What follows belongs to an exercise in optimizing a design on an open flow for small area and a short achievable clock period; a production flow would make more cautious choices.
Only the layout flow was run in this run; the RTL was not checked for function there.

==> design/flow/design.v <==
module adder(input [15:0] A, input [15:0] B, input sub, output [16:0] S);
    wire [16:0] c;
    assign c[0] = sub;
    genvar k;
    generate
        for (k = 0; k < 16; k = k + 1) begin : fa
            wire b = B[k] ^ sub;
            assign S[k]   = A[k] ^ b ^ c[k];
            assign c[k+1] = (A[k] & b) | (A[k] & c[k]) | (b & c[k]);
        end
    endgenerate
    assign S[16] = c[16];
endmodule
module multiplier(input [15:0] A, input [15:0] B, output [31:0] P);
    wire [31:0] S [0:15];
    wire [32:0] C [0:15];
    genvar i, j, k;
    generate
        for (k = 0; k < 32; k = k + 1) begin : r0
            if (k < 16) begin : in
                assign S[0][k] = A[k] & B[0];
            end else begin : out
                assign S[0][k] = 1'b0;
            end
        end
        assign C[0] = 33'd0;
        for (j = 1; j < 16; j = j + 1) begin : row
            for (k = 0; k < 33; k = k + 1) begin : col
                if (k < 32 && (k < j || k > j + 15)) begin : pass
                    assign S[j][k] = S[j-1][k];
                end
                if (k <= j || k > j + 16) begin : pc
                    assign C[j][k] = (k <= j) ? 1'b0 : C[j-1][k];
                end
                if (k >= j && k <= j + 15) begin : add
                    wire a = A[k-j] & B[j];
                    wire b = S[j-1][k];
                    wire c = C[j-1][k];
                    assign S[j][k]   = a ^ b ^ c;
                    assign C[j][k+1] = (a & b) | (a & c) | (b & c);
                end
            end
        end
        wire [16:0] rc;
        assign rc[0] = 1'b0;
        for (k = 0; k < 16; k = k + 1) begin : fin
            assign P[k] = S[15][k];
            wire a = S[15][k+16];
            wire b = C[15][k+16];
            assign P[k+16] = a ^ b ^ rc[k];
            assign rc[k+1] = (a & b) | (a & rc[k]) | (b & rc[k]);
        end
    endgenerate
endmodule
module dividor(
    input  [15:0] A,
    input  [15:0] B,
    output [15:0] Q,
    output [15:0] R
);
    wire [15:0] nb = ~B;
    wire [15:0] r16 = A;
    wire [0:0] x15 = r16[15:15];
    wire [0:0] p15 = x15 ^ nb[0:0];
    wire [0:0] g15_0;
    assign g15_0[0] = x15[0] | nb[0];
    wire [0:0] d15;
    assign d15[0] = ~p15[0];
    assign Q[15] = ~|B[15:1] & g15_0[0];
    wire [15:0] r15 = {Q[15] ? d15 : x15, r16[14:0]};
    wire [1:0] x14 = r15[15:14];
    wire [1:0] p14 = x14 ^ nb[1:0];
    wire [1:0] g14_0;
    assign g14_0[0] = x14[0] | nb[0];
    assign g14_0[1:1] = x14[1:1] & nb[1:1];
    wire G14_0 = g14_0[1] | (p14[1] & g14_0[0]);
    wire [1:0] d14;
    assign d14[0] = ~p14[0];
    assign d14[1] = p14[1] ^ g14_0[0];
    assign Q[14] = ~|B[15:2] & G14_0;
    wire [15:0] r14 = {Q[14] ? d14 : x14, r15[13:0]};
    wire [2:0] x13 = r14[15:13];
    wire [2:0] p13 = x13 ^ nb[2:0];
    wire [2:0] g13_0;
    assign g13_0[0] = x13[0] | nb[0];
    assign g13_0[2:1] = x13[2:1] & nb[2:1];
    wire G13_0 = g13_0[1] | (p13[1] & g13_0[0]);
    wire G13_1 = g13_0[2] | (p13[2] & G13_0);
    wire [2:0] d13;
    assign d13[0] = ~p13[0];
    assign d13[1] = p13[1] ^ g13_0[0];
    assign d13[2] = p13[2] ^ G13_0;
    assign Q[13] = ~|B[15:3] & G13_1;
    wire [15:0] r13 = {Q[13] ? d13 : x13, r14[12:0]};
    wire [3:0] x12 = r13[15:12];
    wire [3:0] p12 = x12 ^ nb[3:0];
    wire [3:0] g12_0;
    assign g12_0[0] = x12[0] | nb[0];
    assign g12_0[3:1] = x12[3:1] & nb[3:1];
    wire G12_0 = g12_0[1] | (p12[1] & g12_0[0]);
    wire G12_1 = g12_0[3] | (p12[3] & g12_0[2]);
    wire P12_1 = p12[3] & p12[2];
    wire G12_2 = g12_0[2] | (p12[2] & G12_0);
    wire G12_3 = G12_1 | (P12_1 & G12_0);
    wire [3:0] d12;
    assign d12[0] = ~p12[0];
    assign d12[1] = p12[1] ^ g12_0[0];
    assign d12[2] = p12[2] ^ G12_0;
    assign d12[3] = p12[3] ^ G12_2;
    assign Q[12] = ~|B[15:4] & G12_3;
    wire [15:0] r12 = {Q[12] ? d12 : x12, r13[11:0]};
    wire [4:0] x11 = r12[15:11];
    wire [4:0] p11 = x11 ^ nb[4:0];
    wire [4:0] g11_0;
    assign g11_0[0] = x11[0] | nb[0];
    assign g11_0[4:1] = x11[4:1] & nb[4:1];
    wire G11_0 = g11_0[1] | (p11[1] & g11_0[0]);
    wire G11_1 = g11_0[3] | (p11[3] & g11_0[2]);
    wire P11_1 = p11[3] & p11[2];
    wire G11_2 = g11_0[2] | (p11[2] & G11_0);
    wire G11_3 = G11_1 | (P11_1 & G11_0);
    wire G11_4 = g11_0[4] | (p11[4] & G11_3);
    wire [4:0] d11;
    assign d11[0] = ~p11[0];
    assign d11[1] = p11[1] ^ g11_0[0];
    assign d11[2] = p11[2] ^ G11_0;
    assign d11[3] = p11[3] ^ G11_2;
    assign d11[4] = p11[4] ^ G11_3;
    assign Q[11] = ~|B[15:5] & G11_4;
    wire [15:0] r11 = {Q[11] ? d11 : x11, r12[10:0]};
    wire [5:0] x10 = r11[15:10];
    wire [5:0] p10 = x10 ^ nb[5:0];
    wire [5:0] g10_0;
    assign g10_0[0] = x10[0] | nb[0];
    assign g10_0[5:1] = x10[5:1] & nb[5:1];
    wire G10_0 = g10_0[1] | (p10[1] & g10_0[0]);
    wire G10_1 = g10_0[3] | (p10[3] & g10_0[2]);
    wire P10_1 = p10[3] & p10[2];
    wire G10_2 = g10_0[5] | (p10[5] & g10_0[4]);
    wire P10_2 = p10[5] & p10[4];
    wire G10_3 = g10_0[2] | (p10[2] & G10_0);
    wire G10_4 = G10_1 | (P10_1 & G10_0);
    wire G10_5 = g10_0[4] | (p10[4] & G10_4);
    wire G10_6 = G10_2 | (P10_2 & G10_4);
    wire [5:0] d10;
    assign d10[0] = ~p10[0];
    assign d10[1] = p10[1] ^ g10_0[0];
    assign d10[2] = p10[2] ^ G10_0;
    assign d10[3] = p10[3] ^ G10_3;
    assign d10[4] = p10[4] ^ G10_4;
    assign d10[5] = p10[5] ^ G10_5;
    assign Q[10] = ~|B[15:6] & G10_6;
    wire [15:0] r10 = {Q[10] ? d10 : x10, r11[9:0]};
    wire [6:0] x9 = r10[15:9];
    wire [6:0] p9 = x9 ^ nb[6:0];
    wire [6:0] g9_0;
    assign g9_0[0] = x9[0] | nb[0];
    assign g9_0[6:1] = x9[6:1] & nb[6:1];
    wire G9_0 = g9_0[1] | (p9[1] & g9_0[0]);
    wire G9_1 = g9_0[3] | (p9[3] & g9_0[2]);
    wire P9_1 = p9[3] & p9[2];
    wire G9_2 = g9_0[5] | (p9[5] & g9_0[4]);
    wire P9_2 = p9[5] & p9[4];
    wire G9_3 = g9_0[2] | (p9[2] & G9_0);
    wire G9_4 = G9_1 | (P9_1 & G9_0);
    wire G9_5 = g9_0[6] | (p9[6] & G9_2);
    wire P9_5 = p9[6] & P9_2;
    wire G9_6 = g9_0[4] | (p9[4] & G9_4);
    wire G9_7 = G9_2 | (P9_2 & G9_4);
    wire G9_8 = G9_5 | (P9_5 & G9_4);
    wire [6:0] d9;
    assign d9[0] = ~p9[0];
    assign d9[1] = p9[1] ^ g9_0[0];
    assign d9[2] = p9[2] ^ G9_0;
    assign d9[3] = p9[3] ^ G9_3;
    assign d9[4] = p9[4] ^ G9_4;
    assign d9[5] = p9[5] ^ G9_6;
    assign d9[6] = p9[6] ^ G9_7;
    assign Q[9] = ~|B[15:7] & G9_8;
    wire [15:0] r9 = {Q[9] ? d9 : x9, r10[8:0]};
    wire [7:0] x8 = r9[15:8];
    wire [7:0] p8 = x8 ^ nb[7:0];
    wire [7:0] g8_0;
    assign g8_0[0] = x8[0] | nb[0];
    assign g8_0[7:1] = x8[7:1] & nb[7:1];
    wire G8_0 = g8_0[1] | (p8[1] & g8_0[0]);
    wire G8_1 = g8_0[3] | (p8[3] & g8_0[2]);
    wire P8_1 = p8[3] & p8[2];
    wire G8_2 = g8_0[5] | (p8[5] & g8_0[4]);
    wire P8_2 = p8[5] & p8[4];
    wire G8_3 = g8_0[7] | (p8[7] & g8_0[6]);
    wire P8_3 = p8[7] & p8[6];
    wire G8_4 = g8_0[2] | (p8[2] & G8_0);
    wire G8_5 = G8_1 | (P8_1 & G8_0);
    wire G8_6 = g8_0[6] | (p8[6] & G8_2);
    wire P8_6 = p8[6] & P8_2;
    wire G8_7 = G8_3 | (P8_3 & G8_2);
    wire P8_7 = P8_3 & P8_2;
    wire G8_8 = g8_0[4] | (p8[4] & G8_5);
    wire G8_9 = G8_2 | (P8_2 & G8_5);
    wire G8_10 = G8_6 | (P8_6 & G8_5);
    wire G8_11 = G8_7 | (P8_7 & G8_5);
    wire [7:0] d8;
    assign d8[0] = ~p8[0];
    assign d8[1] = p8[1] ^ g8_0[0];
    assign d8[2] = p8[2] ^ G8_0;
    assign d8[3] = p8[3] ^ G8_4;
    assign d8[4] = p8[4] ^ G8_5;
    assign d8[5] = p8[5] ^ G8_8;
    assign d8[6] = p8[6] ^ G8_9;
    assign d8[7] = p8[7] ^ G8_10;
    assign Q[8] = ~|B[15:8] & G8_11;
    wire [15:0] r8 = {Q[8] ? d8 : x8, r9[7:0]};
    wire [8:0] x7 = r8[15:7];
    wire [8:0] p7 = x7 ^ nb[8:0];
    wire [8:0] g7_0;
    assign g7_0[0] = x7[0] | nb[0];
    assign g7_0[8:1] = x7[8:1] & nb[8:1];
    wire G7_0 = g7_0[1] | (p7[1] & g7_0[0]);
    wire G7_1 = g7_0[3] | (p7[3] & g7_0[2]);
    wire P7_1 = p7[3] & p7[2];
    wire G7_2 = g7_0[5] | (p7[5] & g7_0[4]);
    wire P7_2 = p7[5] & p7[4];
    wire G7_3 = g7_0[7] | (p7[7] & g7_0[6]);
    wire P7_3 = p7[7] & p7[6];
    wire G7_4 = g7_0[2] | (p7[2] & G7_0);
    wire G7_5 = G7_1 | (P7_1 & G7_0);
    wire G7_6 = g7_0[6] | (p7[6] & G7_2);
    wire P7_6 = p7[6] & P7_2;
    wire G7_7 = G7_3 | (P7_3 & G7_2);
    wire P7_7 = P7_3 & P7_2;
    wire G7_8 = g7_0[4] | (p7[4] & G7_5);
    wire G7_9 = G7_2 | (P7_2 & G7_5);
    wire G7_10 = G7_6 | (P7_6 & G7_5);
    wire G7_11 = G7_7 | (P7_7 & G7_5);
    wire G7_12 = g7_0[8] | (p7[8] & G7_11);
    wire [8:0] d7;
    assign d7[0] = ~p7[0];
    assign d7[1] = p7[1] ^ g7_0[0];
    assign d7[2] = p7[2] ^ G7_0;
    assign d7[3] = p7[3] ^ G7_4;
    assign d7[4] = p7[4] ^ G7_5;
    assign d7[5] = p7[5] ^ G7_8;
    assign d7[6] = p7[6] ^ G7_9;
    assign d7[7] = p7[7] ^ G7_10;
    assign d7[8] = p7[8] ^ G7_11;
    assign Q[7] = ~|B[15:9] & G7_12;
    wire [15:0] r7 = {Q[7] ? d7 : x7, r8[6:0]};
    wire [9:0] x6 = r7[15:6];
    wire [9:0] p6 = x6 ^ nb[9:0];
    wire [9:0] g6_0;
    assign g6_0[0] = x6[0] | nb[0];
    assign g6_0[9:1] = x6[9:1] & nb[9:1];
    wire G6_0 = g6_0[1] | (p6[1] & g6_0[0]);
    wire G6_1 = g6_0[3] | (p6[3] & g6_0[2]);
    wire P6_1 = p6[3] & p6[2];
    wire G6_2 = g6_0[5] | (p6[5] & g6_0[4]);
    wire P6_2 = p6[5] & p6[4];
    wire G6_3 = g6_0[7] | (p6[7] & g6_0[6]);
    wire P6_3 = p6[7] & p6[6];
    wire G6_4 = g6_0[9] | (p6[9] & g6_0[8]);
    wire P6_4 = p6[9] & p6[8];
    wire G6_5 = g6_0[2] | (p6[2] & G6_0);
    wire G6_6 = G6_1 | (P6_1 & G6_0);
    wire G6_7 = g6_0[6] | (p6[6] & G6_2);
    wire P6_7 = p6[6] & P6_2;
    wire G6_8 = G6_3 | (P6_3 & G6_2);
    wire P6_8 = P6_3 & P6_2;
    wire G6_9 = g6_0[4] | (p6[4] & G6_6);
    wire G6_10 = G6_2 | (P6_2 & G6_6);
    wire G6_11 = G6_7 | (P6_7 & G6_6);
    wire G6_12 = G6_8 | (P6_8 & G6_6);
    wire G6_13 = g6_0[8] | (p6[8] & G6_12);
    wire G6_14 = G6_4 | (P6_4 & G6_12);
    wire [9:0] d6;
    assign d6[0] = ~p6[0];
    assign d6[1] = p6[1] ^ g6_0[0];
    assign d6[2] = p6[2] ^ G6_0;
    assign d6[3] = p6[3] ^ G6_5;
    assign d6[4] = p6[4] ^ G6_6;
    assign d6[5] = p6[5] ^ G6_9;
    assign d6[6] = p6[6] ^ G6_10;
    assign d6[7] = p6[7] ^ G6_11;
    assign d6[8] = p6[8] ^ G6_12;
    assign d6[9] = p6[9] ^ G6_13;
    assign Q[6] = ~|B[15:10] & G6_14;
    wire [15:0] r6 = {Q[6] ? d6 : x6, r7[5:0]};
    wire [10:0] x5 = r6[15:5];
    wire [10:0] p5 = x5 ^ nb[10:0];
    wire [10:0] g5_0;
    assign g5_0[0] = x5[0] | nb[0];
    assign g5_0[10:1] = x5[10:1] & nb[10:1];
    wire G5_0 = g5_0[1] | (p5[1] & g5_0[0]);
    wire G5_1 = g5_0[3] | (p5[3] & g5_0[2]);
    wire P5_1 = p5[3] & p5[2];
    wire G5_2 = g5_0[5] | (p5[5] & g5_0[4]);
    wire P5_2 = p5[5] & p5[4];
    wire G5_3 = g5_0[7] | (p5[7] & g5_0[6]);
    wire P5_3 = p5[7] & p5[6];
    wire G5_4 = g5_0[9] | (p5[9] & g5_0[8]);
    wire P5_4 = p5[9] & p5[8];
    wire G5_5 = g5_0[2] | (p5[2] & G5_0);
    wire G5_6 = G5_1 | (P5_1 & G5_0);
    wire G5_7 = g5_0[6] | (p5[6] & G5_2);
    wire P5_7 = p5[6] & P5_2;
    wire G5_8 = G5_3 | (P5_3 & G5_2);
    wire P5_8 = P5_3 & P5_2;
    wire G5_9 = g5_0[10] | (p5[10] & G5_4);
    wire P5_9 = p5[10] & P5_4;
    wire G5_10 = g5_0[4] | (p5[4] & G5_6);
    wire G5_11 = G5_2 | (P5_2 & G5_6);
    wire G5_12 = G5_7 | (P5_7 & G5_6);
    wire G5_13 = G5_8 | (P5_8 & G5_6);
    wire G5_14 = g5_0[8] | (p5[8] & G5_13);
    wire G5_15 = G5_4 | (P5_4 & G5_13);
    wire G5_16 = G5_9 | (P5_9 & G5_13);
    wire [10:0] d5;
    assign d5[0] = ~p5[0];
    assign d5[1] = p5[1] ^ g5_0[0];
    assign d5[2] = p5[2] ^ G5_0;
    assign d5[3] = p5[3] ^ G5_5;
    assign d5[4] = p5[4] ^ G5_6;
    assign d5[5] = p5[5] ^ G5_10;
    assign d5[6] = p5[6] ^ G5_11;
    assign d5[7] = p5[7] ^ G5_12;
    assign d5[8] = p5[8] ^ G5_13;
    assign d5[9] = p5[9] ^ G5_14;
    assign d5[10] = p5[10] ^ G5_15;
    assign Q[5] = ~|B[15:11] & G5_16;
    wire [15:0] r5 = {Q[5] ? d5 : x5, r6[4:0]};
    wire [11:0] x4 = r5[15:4];
    wire [11:0] p4 = x4 ^ nb[11:0];
    wire [11:0] g4_0;
    assign g4_0[0] = x4[0] | nb[0];
    assign g4_0[11:1] = x4[11:1] & nb[11:1];
    wire G4_0 = g4_0[1] | (p4[1] & g4_0[0]);
    wire G4_1 = g4_0[3] | (p4[3] & g4_0[2]);
    wire P4_1 = p4[3] & p4[2];
    wire G4_2 = g4_0[5] | (p4[5] & g4_0[4]);
    wire P4_2 = p4[5] & p4[4];
    wire G4_3 = g4_0[7] | (p4[7] & g4_0[6]);
    wire P4_3 = p4[7] & p4[6];
    wire G4_4 = g4_0[9] | (p4[9] & g4_0[8]);
    wire P4_4 = p4[9] & p4[8];
    wire G4_5 = g4_0[11] | (p4[11] & g4_0[10]);
    wire P4_5 = p4[11] & p4[10];
    wire G4_6 = g4_0[2] | (p4[2] & G4_0);
    wire G4_7 = G4_1 | (P4_1 & G4_0);
    wire G4_8 = g4_0[6] | (p4[6] & G4_2);
    wire P4_8 = p4[6] & P4_2;
    wire G4_9 = G4_3 | (P4_3 & G4_2);
    wire P4_9 = P4_3 & P4_2;
    wire G4_10 = g4_0[10] | (p4[10] & G4_4);
    wire P4_10 = p4[10] & P4_4;
    wire G4_11 = G4_5 | (P4_5 & G4_4);
    wire P4_11 = P4_5 & P4_4;
    wire G4_12 = g4_0[4] | (p4[4] & G4_7);
    wire G4_13 = G4_2 | (P4_2 & G4_7);
    wire G4_14 = G4_8 | (P4_8 & G4_7);
    wire G4_15 = G4_9 | (P4_9 & G4_7);
    wire G4_16 = g4_0[8] | (p4[8] & G4_15);
    wire G4_17 = G4_4 | (P4_4 & G4_15);
    wire G4_18 = G4_10 | (P4_10 & G4_15);
    wire G4_19 = G4_11 | (P4_11 & G4_15);
    wire [11:0] d4;
    assign d4[0] = ~p4[0];
    assign d4[1] = p4[1] ^ g4_0[0];
    assign d4[2] = p4[2] ^ G4_0;
    assign d4[3] = p4[3] ^ G4_6;
    assign d4[4] = p4[4] ^ G4_7;
    assign d4[5] = p4[5] ^ G4_12;
    assign d4[6] = p4[6] ^ G4_13;
    assign d4[7] = p4[7] ^ G4_14;
    assign d4[8] = p4[8] ^ G4_15;
    assign d4[9] = p4[9] ^ G4_16;
    assign d4[10] = p4[10] ^ G4_17;
    assign d4[11] = p4[11] ^ G4_18;
    assign Q[4] = ~|B[15:12] & G4_19;
    wire [15:0] r4 = {Q[4] ? d4 : x4, r5[3:0]};
    wire [12:0] x3 = r4[15:3];
    wire [12:0] p3 = x3 ^ nb[12:0];
    wire [12:0] g3_0;
    assign g3_0[0] = x3[0] | nb[0];
    assign g3_0[12:1] = x3[12:1] & nb[12:1];
    wire G3_0 = g3_0[1] | (p3[1] & g3_0[0]);
    wire G3_1 = g3_0[3] | (p3[3] & g3_0[2]);
    wire P3_1 = p3[3] & p3[2];
    wire G3_2 = g3_0[5] | (p3[5] & g3_0[4]);
    wire P3_2 = p3[5] & p3[4];
    wire G3_3 = g3_0[7] | (p3[7] & g3_0[6]);
    wire P3_3 = p3[7] & p3[6];
    wire G3_4 = g3_0[9] | (p3[9] & g3_0[8]);
    wire P3_4 = p3[9] & p3[8];
    wire G3_5 = g3_0[11] | (p3[11] & g3_0[10]);
    wire P3_5 = p3[11] & p3[10];
    wire G3_6 = g3_0[2] | (p3[2] & G3_0);
    wire G3_7 = G3_1 | (P3_1 & G3_0);
    wire G3_8 = g3_0[6] | (p3[6] & G3_2);
    wire P3_8 = p3[6] & P3_2;
    wire G3_9 = G3_3 | (P3_3 & G3_2);
    wire P3_9 = P3_3 & P3_2;
    wire G3_10 = g3_0[10] | (p3[10] & G3_4);
    wire P3_10 = p3[10] & P3_4;
    wire G3_11 = G3_5 | (P3_5 & G3_4);
    wire P3_11 = P3_5 & P3_4;
    wire G3_12 = g3_0[4] | (p3[4] & G3_7);
    wire G3_13 = G3_2 | (P3_2 & G3_7);
    wire G3_14 = G3_8 | (P3_8 & G3_7);
    wire G3_15 = G3_9 | (P3_9 & G3_7);
    wire G3_16 = g3_0[12] | (p3[12] & G3_11);
    wire P3_16 = p3[12] & P3_11;
    wire G3_17 = g3_0[8] | (p3[8] & G3_15);
    wire G3_18 = G3_4 | (P3_4 & G3_15);
    wire G3_19 = G3_10 | (P3_10 & G3_15);
    wire G3_20 = G3_11 | (P3_11 & G3_15);
    wire G3_21 = G3_16 | (P3_16 & G3_15);
    wire [12:0] d3;
    assign d3[0] = ~p3[0];
    assign d3[1] = p3[1] ^ g3_0[0];
    assign d3[2] = p3[2] ^ G3_0;
    assign d3[3] = p3[3] ^ G3_6;
    assign d3[4] = p3[4] ^ G3_7;
    assign d3[5] = p3[5] ^ G3_12;
    assign d3[6] = p3[6] ^ G3_13;
    assign d3[7] = p3[7] ^ G3_14;
    assign d3[8] = p3[8] ^ G3_15;
    assign d3[9] = p3[9] ^ G3_17;
    assign d3[10] = p3[10] ^ G3_18;
    assign d3[11] = p3[11] ^ G3_19;
    assign d3[12] = p3[12] ^ G3_20;
    assign Q[3] = ~|B[15:13] & G3_21;
    wire [15:0] r3 = {Q[3] ? d3 : x3, r4[2:0]};
    wire [13:0] x2 = r3[15:2];
    wire [13:0] p2 = x2 ^ nb[13:0];
    wire [13:0] g2_0;
    assign g2_0[0] = x2[0] | nb[0];
    assign g2_0[13:1] = x2[13:1] & nb[13:1];
    wire G2_0 = g2_0[1] | (p2[1] & g2_0[0]);
    wire G2_1 = g2_0[3] | (p2[3] & g2_0[2]);
    wire P2_1 = p2[3] & p2[2];
    wire G2_2 = g2_0[5] | (p2[5] & g2_0[4]);
    wire P2_2 = p2[5] & p2[4];
    wire G2_3 = g2_0[7] | (p2[7] & g2_0[6]);
    wire P2_3 = p2[7] & p2[6];
    wire G2_4 = g2_0[9] | (p2[9] & g2_0[8]);
    wire P2_4 = p2[9] & p2[8];
    wire G2_5 = g2_0[11] | (p2[11] & g2_0[10]);
    wire P2_5 = p2[11] & p2[10];
    wire G2_6 = g2_0[13] | (p2[13] & g2_0[12]);
    wire P2_6 = p2[13] & p2[12];
    wire G2_7 = g2_0[2] | (p2[2] & G2_0);
    wire G2_8 = G2_1 | (P2_1 & G2_0);
    wire G2_9 = g2_0[6] | (p2[6] & G2_2);
    wire P2_9 = p2[6] & P2_2;
    wire G2_10 = G2_3 | (P2_3 & G2_2);
    wire P2_10 = P2_3 & P2_2;
    wire G2_11 = g2_0[10] | (p2[10] & G2_4);
    wire P2_11 = p2[10] & P2_4;
    wire G2_12 = G2_5 | (P2_5 & G2_4);
    wire P2_12 = P2_5 & P2_4;
    wire G2_13 = g2_0[4] | (p2[4] & G2_8);
    wire G2_14 = G2_2 | (P2_2 & G2_8);
    wire G2_15 = G2_9 | (P2_9 & G2_8);
    wire G2_16 = G2_10 | (P2_10 & G2_8);
    wire G2_17 = g2_0[12] | (p2[12] & G2_12);
    wire P2_17 = p2[12] & P2_12;
    wire G2_18 = G2_6 | (P2_6 & G2_12);
    wire P2_18 = P2_6 & P2_12;
    wire G2_19 = g2_0[8] | (p2[8] & G2_16);
    wire G2_20 = G2_4 | (P2_4 & G2_16);
    wire G2_21 = G2_11 | (P2_11 & G2_16);
    wire G2_22 = G2_12 | (P2_12 & G2_16);
    wire G2_23 = G2_17 | (P2_17 & G2_16);
    wire G2_24 = G2_18 | (P2_18 & G2_16);
    wire [13:0] d2;
    assign d2[0] = ~p2[0];
    assign d2[1] = p2[1] ^ g2_0[0];
    assign d2[2] = p2[2] ^ G2_0;
    assign d2[3] = p2[3] ^ G2_7;
    assign d2[4] = p2[4] ^ G2_8;
    assign d2[5] = p2[5] ^ G2_13;
    assign d2[6] = p2[6] ^ G2_14;
    assign d2[7] = p2[7] ^ G2_15;
    assign d2[8] = p2[8] ^ G2_16;
    assign d2[9] = p2[9] ^ G2_19;
    assign d2[10] = p2[10] ^ G2_20;
    assign d2[11] = p2[11] ^ G2_21;
    assign d2[12] = p2[12] ^ G2_22;
    assign d2[13] = p2[13] ^ G2_23;
    assign Q[2] = ~|B[15:14] & G2_24;
    wire [15:0] r2 = {Q[2] ? d2 : x2, r3[1:0]};
    wire [14:0] x1 = r2[15:1];
    wire [14:0] p1 = x1 ^ nb[14:0];
    wire [14:0] g1_0;
    assign g1_0[0] = x1[0] | nb[0];
    assign g1_0[14:1] = x1[14:1] & nb[14:1];
    wire G1_0 = g1_0[1] | (p1[1] & g1_0[0]);
    wire G1_1 = g1_0[3] | (p1[3] & g1_0[2]);
    wire P1_1 = p1[3] & p1[2];
    wire G1_2 = g1_0[5] | (p1[5] & g1_0[4]);
    wire P1_2 = p1[5] & p1[4];
    wire G1_3 = g1_0[7] | (p1[7] & g1_0[6]);
    wire P1_3 = p1[7] & p1[6];
    wire G1_4 = g1_0[9] | (p1[9] & g1_0[8]);
    wire P1_4 = p1[9] & p1[8];
    wire G1_5 = g1_0[11] | (p1[11] & g1_0[10]);
    wire P1_5 = p1[11] & p1[10];
    wire G1_6 = g1_0[13] | (p1[13] & g1_0[12]);
    wire P1_6 = p1[13] & p1[12];
    wire G1_7 = g1_0[2] | (p1[2] & G1_0);
    wire G1_8 = G1_1 | (P1_1 & G1_0);
    wire G1_9 = g1_0[6] | (p1[6] & G1_2);
    wire P1_9 = p1[6] & P1_2;
    wire G1_10 = G1_3 | (P1_3 & G1_2);
    wire P1_10 = P1_3 & P1_2;
    wire G1_11 = g1_0[10] | (p1[10] & G1_4);
    wire P1_11 = p1[10] & P1_4;
    wire G1_12 = G1_5 | (P1_5 & G1_4);
    wire P1_12 = P1_5 & P1_4;
    wire G1_13 = g1_0[14] | (p1[14] & G1_6);
    wire P1_13 = p1[14] & P1_6;
    wire G1_14 = g1_0[4] | (p1[4] & G1_8);
    wire G1_15 = G1_2 | (P1_2 & G1_8);
    wire G1_16 = G1_9 | (P1_9 & G1_8);
    wire G1_17 = G1_10 | (P1_10 & G1_8);
    wire G1_18 = g1_0[12] | (p1[12] & G1_12);
    wire P1_18 = p1[12] & P1_12;
    wire G1_19 = G1_6 | (P1_6 & G1_12);
    wire P1_19 = P1_6 & P1_12;
    wire G1_20 = G1_13 | (P1_13 & G1_12);
    wire P1_20 = P1_13 & P1_12;
    wire G1_21 = g1_0[8] | (p1[8] & G1_17);
    wire G1_22 = G1_4 | (P1_4 & G1_17);
    wire G1_23 = G1_11 | (P1_11 & G1_17);
    wire G1_24 = G1_12 | (P1_12 & G1_17);
    wire G1_25 = G1_18 | (P1_18 & G1_17);
    wire G1_26 = G1_19 | (P1_19 & G1_17);
    wire G1_27 = G1_20 | (P1_20 & G1_17);
    wire [14:0] d1;
    assign d1[0] = ~p1[0];
    assign d1[1] = p1[1] ^ g1_0[0];
    assign d1[2] = p1[2] ^ G1_0;
    assign d1[3] = p1[3] ^ G1_7;
    assign d1[4] = p1[4] ^ G1_8;
    assign d1[5] = p1[5] ^ G1_14;
    assign d1[6] = p1[6] ^ G1_15;
    assign d1[7] = p1[7] ^ G1_16;
    assign d1[8] = p1[8] ^ G1_17;
    assign d1[9] = p1[9] ^ G1_21;
    assign d1[10] = p1[10] ^ G1_22;
    assign d1[11] = p1[11] ^ G1_23;
    assign d1[12] = p1[12] ^ G1_24;
    assign d1[13] = p1[13] ^ G1_25;
    assign d1[14] = p1[14] ^ G1_26;
    assign Q[1] = ~|B[15:15] & G1_27;
    wire [15:0] r1 = {Q[1] ? d1 : x1, r2[0:0]};
    wire [15:0] x0 = r1[15:0];
    wire [15:0] p0 = x0 ^ nb[15:0];
    wire [15:0] g0_0;
    assign g0_0[0] = x0[0] | nb[0];
    assign g0_0[15:1] = x0[15:1] & nb[15:1];
    wire G0_0 = g0_0[1] | (p0[1] & g0_0[0]);
    wire G0_1 = g0_0[3] | (p0[3] & g0_0[2]);
    wire P0_1 = p0[3] & p0[2];
    wire G0_2 = g0_0[5] | (p0[5] & g0_0[4]);
    wire P0_2 = p0[5] & p0[4];
    wire G0_3 = g0_0[7] | (p0[7] & g0_0[6]);
    wire P0_3 = p0[7] & p0[6];
    wire G0_4 = g0_0[9] | (p0[9] & g0_0[8]);
    wire P0_4 = p0[9] & p0[8];
    wire G0_5 = g0_0[11] | (p0[11] & g0_0[10]);
    wire P0_5 = p0[11] & p0[10];
    wire G0_6 = g0_0[13] | (p0[13] & g0_0[12]);
    wire P0_6 = p0[13] & p0[12];
    wire G0_7 = g0_0[15] | (p0[15] & g0_0[14]);
    wire P0_7 = p0[15] & p0[14];
    wire G0_8 = g0_0[2] | (p0[2] & G0_0);
    wire G0_9 = G0_1 | (P0_1 & G0_0);
    wire G0_10 = g0_0[6] | (p0[6] & G0_2);
    wire P0_10 = p0[6] & P0_2;
    wire G0_11 = G0_3 | (P0_3 & G0_2);
    wire P0_11 = P0_3 & P0_2;
    wire G0_12 = g0_0[10] | (p0[10] & G0_4);
    wire P0_12 = p0[10] & P0_4;
    wire G0_13 = G0_5 | (P0_5 & G0_4);
    wire P0_13 = P0_5 & P0_4;
    wire G0_14 = g0_0[14] | (p0[14] & G0_6);
    wire P0_14 = p0[14] & P0_6;
    wire G0_15 = G0_7 | (P0_7 & G0_6);
    wire P0_15 = P0_7 & P0_6;
    wire G0_16 = g0_0[4] | (p0[4] & G0_9);
    wire G0_17 = G0_2 | (P0_2 & G0_9);
    wire G0_18 = G0_10 | (P0_10 & G0_9);
    wire G0_19 = G0_11 | (P0_11 & G0_9);
    wire G0_20 = g0_0[12] | (p0[12] & G0_13);
    wire P0_20 = p0[12] & P0_13;
    wire G0_21 = G0_6 | (P0_6 & G0_13);
    wire P0_21 = P0_6 & P0_13;
    wire G0_22 = G0_14 | (P0_14 & G0_13);
    wire P0_22 = P0_14 & P0_13;
    wire G0_23 = G0_15 | (P0_15 & G0_13);
    wire P0_23 = P0_15 & P0_13;
    wire G0_24 = g0_0[8] | (p0[8] & G0_19);
    wire G0_25 = G0_4 | (P0_4 & G0_19);
    wire G0_26 = G0_12 | (P0_12 & G0_19);
    wire G0_27 = G0_13 | (P0_13 & G0_19);
    wire G0_28 = G0_20 | (P0_20 & G0_19);
    wire G0_29 = G0_21 | (P0_21 & G0_19);
    wire G0_30 = G0_22 | (P0_22 & G0_19);
    wire G0_31 = G0_23 | (P0_23 & G0_19);
    wire [15:0] d0;
    assign d0[0] = ~p0[0];
    assign d0[1] = p0[1] ^ g0_0[0];
    assign d0[2] = p0[2] ^ G0_0;
    assign d0[3] = p0[3] ^ G0_8;
    assign d0[4] = p0[4] ^ G0_9;
    assign d0[5] = p0[5] ^ G0_16;
    assign d0[6] = p0[6] ^ G0_17;
    assign d0[7] = p0[7] ^ G0_18;
    assign d0[8] = p0[8] ^ G0_19;
    assign d0[9] = p0[9] ^ G0_24;
    assign d0[10] = p0[10] ^ G0_25;
    assign d0[11] = p0[11] ^ G0_26;
    assign d0[12] = p0[12] ^ G0_27;
    assign d0[13] = p0[13] ^ G0_28;
    assign d0[14] = p0[14] ^ G0_29;
    assign d0[15] = p0[15] ^ G0_30;
    assign Q[0] = 1'b1 & G0_31;
    wire [15:0] r0 = Q[0] ? d0 : x0;
    assign R = r0;
endmodule
`timescale 1ns / 1ps
module Verticle_Partition_ALU(
input [15:0] A, B,
input [2:0] op,
input clk,
input reset,
output reg [31:0] sol
    );
    wire op_add = (op == 3'b000);
    wire op_sub = (op == 3'b001);
    wire op_mul = (op == 3'b010);
    wire op_shr = (op == 3'b011);
    wire op_shl = (op == 3'b100);
    wire op_mod = (op == 3'b101);
    wire op_div = (op == 3'b110);
    wire op_and = (op == 3'b111);
    wire [16:0] as;
    adder u_add (.A(A), .B(B), .sub(op_sub), .S(as));
    wire        sh   = op_shl | op_shr;
    wire [3:0]  sa   = op_shr ? (4'd0 - B[3:0]) : B[3:0];
    wire [15:0] mb   = sh ? (16'd1 << sa) : B;
    wire [31:0] p;
    multiplier u_mul (.A(A), .B(mb), .P(p));
    wire [15:0] q, r;
    dividor u_div (.A(A), .B(B), .Q(q), .R(r));
    wire b_lt16 = ~|B[15:4];
    wire b_lt32 = ~|B[15:5];
    wire s_zero = ~|B[3:0];
    wire b_nz   = ~(b_lt16 & s_zero);
    wire run    = ~reset;
    wire lo_as  = run & (op_add | op_sub);
    wire lo_plo = run & (op_mul | (op_shl & b_lt32 & ~B[4]) | (op_shr & b_lt16 & s_zero));
    wire lo_phi = run & op_shr & b_lt16 & ~s_zero;
    wire lo_r   = run & op_mod & b_nz;
    wire lo_q   = run & op_div & b_nz;
    wire lo_and = run & op_and;
    wire hi_add = run & op_add;
    wire hi_sub = run & op_sub & ~as[16];
    wire hi_phi = run & (op_mul | (op_shl & b_lt32 & ~B[4]));
    wire hi_plo = run & op_shl & b_lt32 & B[4];
    wire [31:0] d;
    assign d[15:0]  = ({16{lo_as}}  & as[15:0])
                    | ({16{lo_plo}} & p[15:0])
                    | ({16{lo_phi}} & p[31:16])
                    | ({16{lo_r}}   & r)
                    | ({16{lo_q}}   & q)
                    | ({16{lo_and}} & (A & B));
    assign d[16]    = (hi_add & as[16]) | hi_sub | (hi_phi & p[16]) | (hi_plo & p[0]);
    assign d[31:17] = {15{hi_sub}} | ({15{hi_phi}} & p[31:17]) | ({15{hi_plo}} & p[15:1]);
    always @(posedge clk)
        sol <= d;
endmodule
==> design/flow/flow/run.sh <==
#!/bin/bash
# Standard layout (the standard.sh), with repair_timing aiming for
# 60 ns of setup slack instead of 0, so that it sizes the critical paths.
set -e
bash standard.sh SETUP_SLACK_MARGIN=60 finish > standard.log 2>&1
==> design/flow/standard.sh <==
#!/bin/bash
# synth_recipe.tcl (not shown) runs the flow's synth.tcl, then flattens the netlist and writes it again
# the make line also repeats each setting of config.mk as NAME=value (left out here)
make -C /OpenROAD-flow-scripts/flow DESIGN_CONFIG=/design/flow/config.mk WORK_HOME=/design/flow/orfs CLKGATE_MAP_FILE= SYNTH_SCRIPT=/design/flow/synth_recipe.tcl "${@:-finish}"
==> design/flow/config.mk <==
export PLATFORM = sky130hd
export DESIGN_NAME = Verticle_Partition_ALU
export DESIGN_NICKNAME = Verticle_Partition_ALU
export VERILOG_FILES = /design/flow/design.v
export SDC_FILE = /design/flow/constraint.sdc
export NUM_CORES = 4
export LEC_CHECK = 0
export CAP_MARGIN = 20
export CORE_MARGIN = 2
export CORE_UTILIZATION = 40
export SLEW_MARGIN = 20
==> design/flow/constraint.sdc <==
create_clock -name core_clock -period 110.0 [get_ports {clk}]
set_input_delay 22.0000 -clock core_clock [delete_from_list [all_inputs] [get_ports {clk}]]
set_output_delay 22.0000 -clock core_clock [all_outputs]
set_load 0.01 [all_outputs]
==> flow_summary_export.csv <==
group,metric,value,unit
outcome,status,"finished clean",
timing,hold_viol_final,0,
placement,pre_cts_slack,55.18,ns
synthesis,yosysUniqueCellTypes,89,
synthesis,synth_async_sr_flop_share,0,%
critical_path,required,110.21,ns
cells_and_area,most-common-layout-cells,"fa_1 (279), inv_1 (194), and2_1 (172)",
cells_and_area,nNetsFinal,2411,
cells_and_area,drive_gt1_share,16.6,%
grt,grt_pass1_wl,86800,um
timing,slew_violations,0,
synthesis,synth_edf_count,0,
critical_path,critPathMostFrequentCell,"ha_1",
timing,max_freq,20.3,MHz
cells_and_area,largest_reg_flops,32,
grt,grt_max_degree,22,
clocking,clock_sinks,32,
cells_and_area,layout_commonest_cell,"fa_1",
clocking,cts_tree,"yes",
timing,rsz0062_at_grt,"no",
detailed_routing,antenna_left,0,
floorplan,dieArea,42400,um^2
critical_path,slowest_delay,0.59,ns
worst_hold_path,holdCritStartpoint,"B[15]",
floorplan,die_y,206,um
flow_run,maxCapViolations,0,
floorplan,initial_core_util,40.8,%
timing,timing.final.ws_setup,60.82,ns
timing,timing.final.crit_share,44.7,%
synthesis,syn_area_per_cell,8.93,um^2
critical_path,critical-path-slowest-cell,"o211ai_1",
cells_and_area,largest_register,"sol",
synthesis,ys.flop_type,"dfxtp_1",
grt,antenna_found_initial,2,
synthesis,yosysSeqAreaShare,3.93,%
cells_and_area,top_regs,"sol: 32 flops",
timing,min_period,49.18,ns
critical_path,cp.arrival,49.39,ns
placement,port_buffers,68,
timing,worst_pin_slew,1.03,ns
detailed_routing,wl,55900,um
placement,hpwlAfterDp,42800,um
detailed_routing,avgViaCountPerCell,5.97,
worst_hold_path,hold_path.class,"in -> reg",
critical_path,worstSetupStartpointType,"input port",
timing,tns,0,ns
synthesis,yosys_warnings,2,
synthesis,syn_area,16300,um^2
floorplan,core_area,40000,um^2
detailed_routing,remaining_drc_errors,0,
detailed_routing,drtIter0Drc,1022,
detailed_routing,dr.pass1.iters,5,
placement,gp_congestion,0.959,
floorplan,boundaryPins,69,
grt,grt_pass1_vias,15200,
clocking,htree_levels,2,
timing,setup_viol,0,
critical_path,end_kind,"flop",
cells_and_area,area_growth,17.6,%
synthesis,synth-seq-cells,32,
grt,grt-ovfl-total,0,
clocking,clkTransAtPathRegs,0.06,ns
worst_hold_path,min_delay_path_depth,3,
worst_hold_path,hold_end,"sol[15]",
clocking,numCtsBuffers,5,
detailed_routing,routedWlPerCell,22.6,um
clocking,cts-root-buf,"clkbuf_16",
critical_path,critPathKind,"in -> reg",
detailed_routing,vias,14800,
floorplan,die_w,206,um
floorplan,rows,73,
clocking,cts_hold_buf,0,
synthesis,syn_nets,2290,
timing,maxSlewHeadroom,31.0,%
critical_path,path_max_fanout,8,
grt,globalRouteTotalUtil,26.7,%
clocking,clockBufferDepth,2,
synthesis,netlist_instances,1827,
-- cells in the mapped netlist, drive strengths merged, types with 5 or more instances --
master | n | area share, %
o31ai | 13 | 0.63
nor2b | 13 | 0.50
o21ai | 69 | 2.1
a22o | 12 | 0.65
a211oi | 15 | 0.81
or3 | 11 | 0.44
nand2b | 18 | 0.69
nor3 | 32 | 1.1
a21o | 26 | 1.2
xor2 | 27 | 1.4
a311oi | 5 | 0.27
buf | 7 | 0.38
xnor2 | 45 | 2.4
mux2i | 17 | 1.1
and2 | 175 | 6.7
mux2 | 17 | 1.2
or2 | 9 | 0.35
o31a | 13 | 0.72
o221ai | 7 | 0.41
nand3 | 23 | 0.71
clkbuf | 70 | 2.0
a21boi | 10 | 0.46
o211ai | 15 | 0.72
o21a | 34 | 1.6
a32oi | 6 | 0.32
a21oi | 77 | 2.5
fa | 288 | 35
inv | 195 | 4.5
a31o | 5 | 0.27
nand2 | 117 | 2.7
or4 | 5 | 0.28
dfxtp | 32 | 3.9
a221o | 30 | 1.8
a221oi | 12 | 0.64
nor4 | 10 | 0.48
a31oi | 16 | 0.61
nor2 | 126 | 2.9
o2111ai | 5 | 0.27
a32o | 13 | 0.80
ha | 138 | 11
and3 | 11 | 0.43
-- layout make-up --
class                           instances  area, um^2
Antenna cell                            2        5.00
Sequential cell                        32         641
Multi-Input combinational cell       1525       15400
Fill cell                            3885       20800
Clock inverter                          3        18.8
Inverter                              195         736
Timing Repair Buffer                  189        1630
Tap cell                              525         657
Clock buffer                            5         125
-- metrics by stage --
step           utilization, %  instances  area [um^2]  hold WS [ns]
3_3_place_gp             43.8       2372        17500         22.74
3_5_place_dp             43.8       2372        17500         22.74
2_1_floorplan               -       1827        16300         22.14
6_report                 47.9       2476        19200         22.41
4_1_cts                  45.7       2418        18300         22.55
5_1_grt                  47.9       2475        19200         22.42
-- kinds of logic after synthesis --
family / Yosys count / synth area share (%)
compound gates: 424 / 19.1
flops: 32 / 3.93
simple gates: 567 / 18.0
buf+inv: 272 / 6.85
fa+ha+maj: 426 / 45.9
mux: 34 / 2.26
xor+xnor: 72 / 3.87
-- layer usage --
metal / share of wire (%) / track usage (%) / vias to the layer above / routed length [um]
met5: 0.023 / 0 / - / 13
met4: 5.2 / 10.8 / 2 / 2890
met3: 5.8 / 2.35 / 165 / 3240
met2: 49 / 46.5 / 568 / 27200
met1: 40 / 34.2 / 7499 / 22500
li1: - / - / 6545 / -
-- worst max path at each step --
stage          startpoint  endpoint  slack (ns)  depth (start not counted)
2_1_floorplan        B[8]   sol[10]       60.03                        125
3_5_place_dp         B[8]   sol[10]       55.18                        119
5_1_grt              B[4]    sol[0]       59.78                        123
3_3_place_gp         B[8]   sol[10]       55.77                        119
6_report             B[6]    sol[9]       60.82                        117
4_1_cts             A[15]   sol[10]       60.03                        127
-- critical path: cells and delay by family --
family	cells	cell delay, ns
compound gates	49	10.07
xor+xnor	1	0.19
fa+ha+maj	20	7.04
buf+inv	8	1.59
mux	6	1.88
simple gates	33	6.63
-- repair_timing --
| item | CTS | global route |
|---|---|---|
| pin swaps | 16 | 45 |
| cloned | 2 | 1 |
| setup buffers | 36 | 55 |
| resized for setup | 100 | 107 |
| setup endpoints to repair | 16 | 16 |

-- static timing again, ports no longer ideal --
How much do the figures lean on ideal ports? The routed layout below was timed once more, with nothing changed but the port constraints. Step 1 sets driving cells, clkbuf_16 on the clock port and buf_2 on the other inputs (assumed; they add their load-dependent delay and slew). Step 2, shift: input delay + t, output delay - t, t = (earliest + latest rising clock arrival at the registers) / 2. This alone moves slack from input paths to output paths. Three values: ideal, step 1, step 2; two values: the first two.
t, ns: 0.317
setup WS [ns]: 60.823 / 60.844 / 60.527
worst data-port slew with drivers (ns): 0.07
pins driven straight from the clock port: 1
After both steps this run still meets setup and hold. For this run, drivers alone change the setup slack by +0.021 ns; drivers and shift together by -0.296 ns.
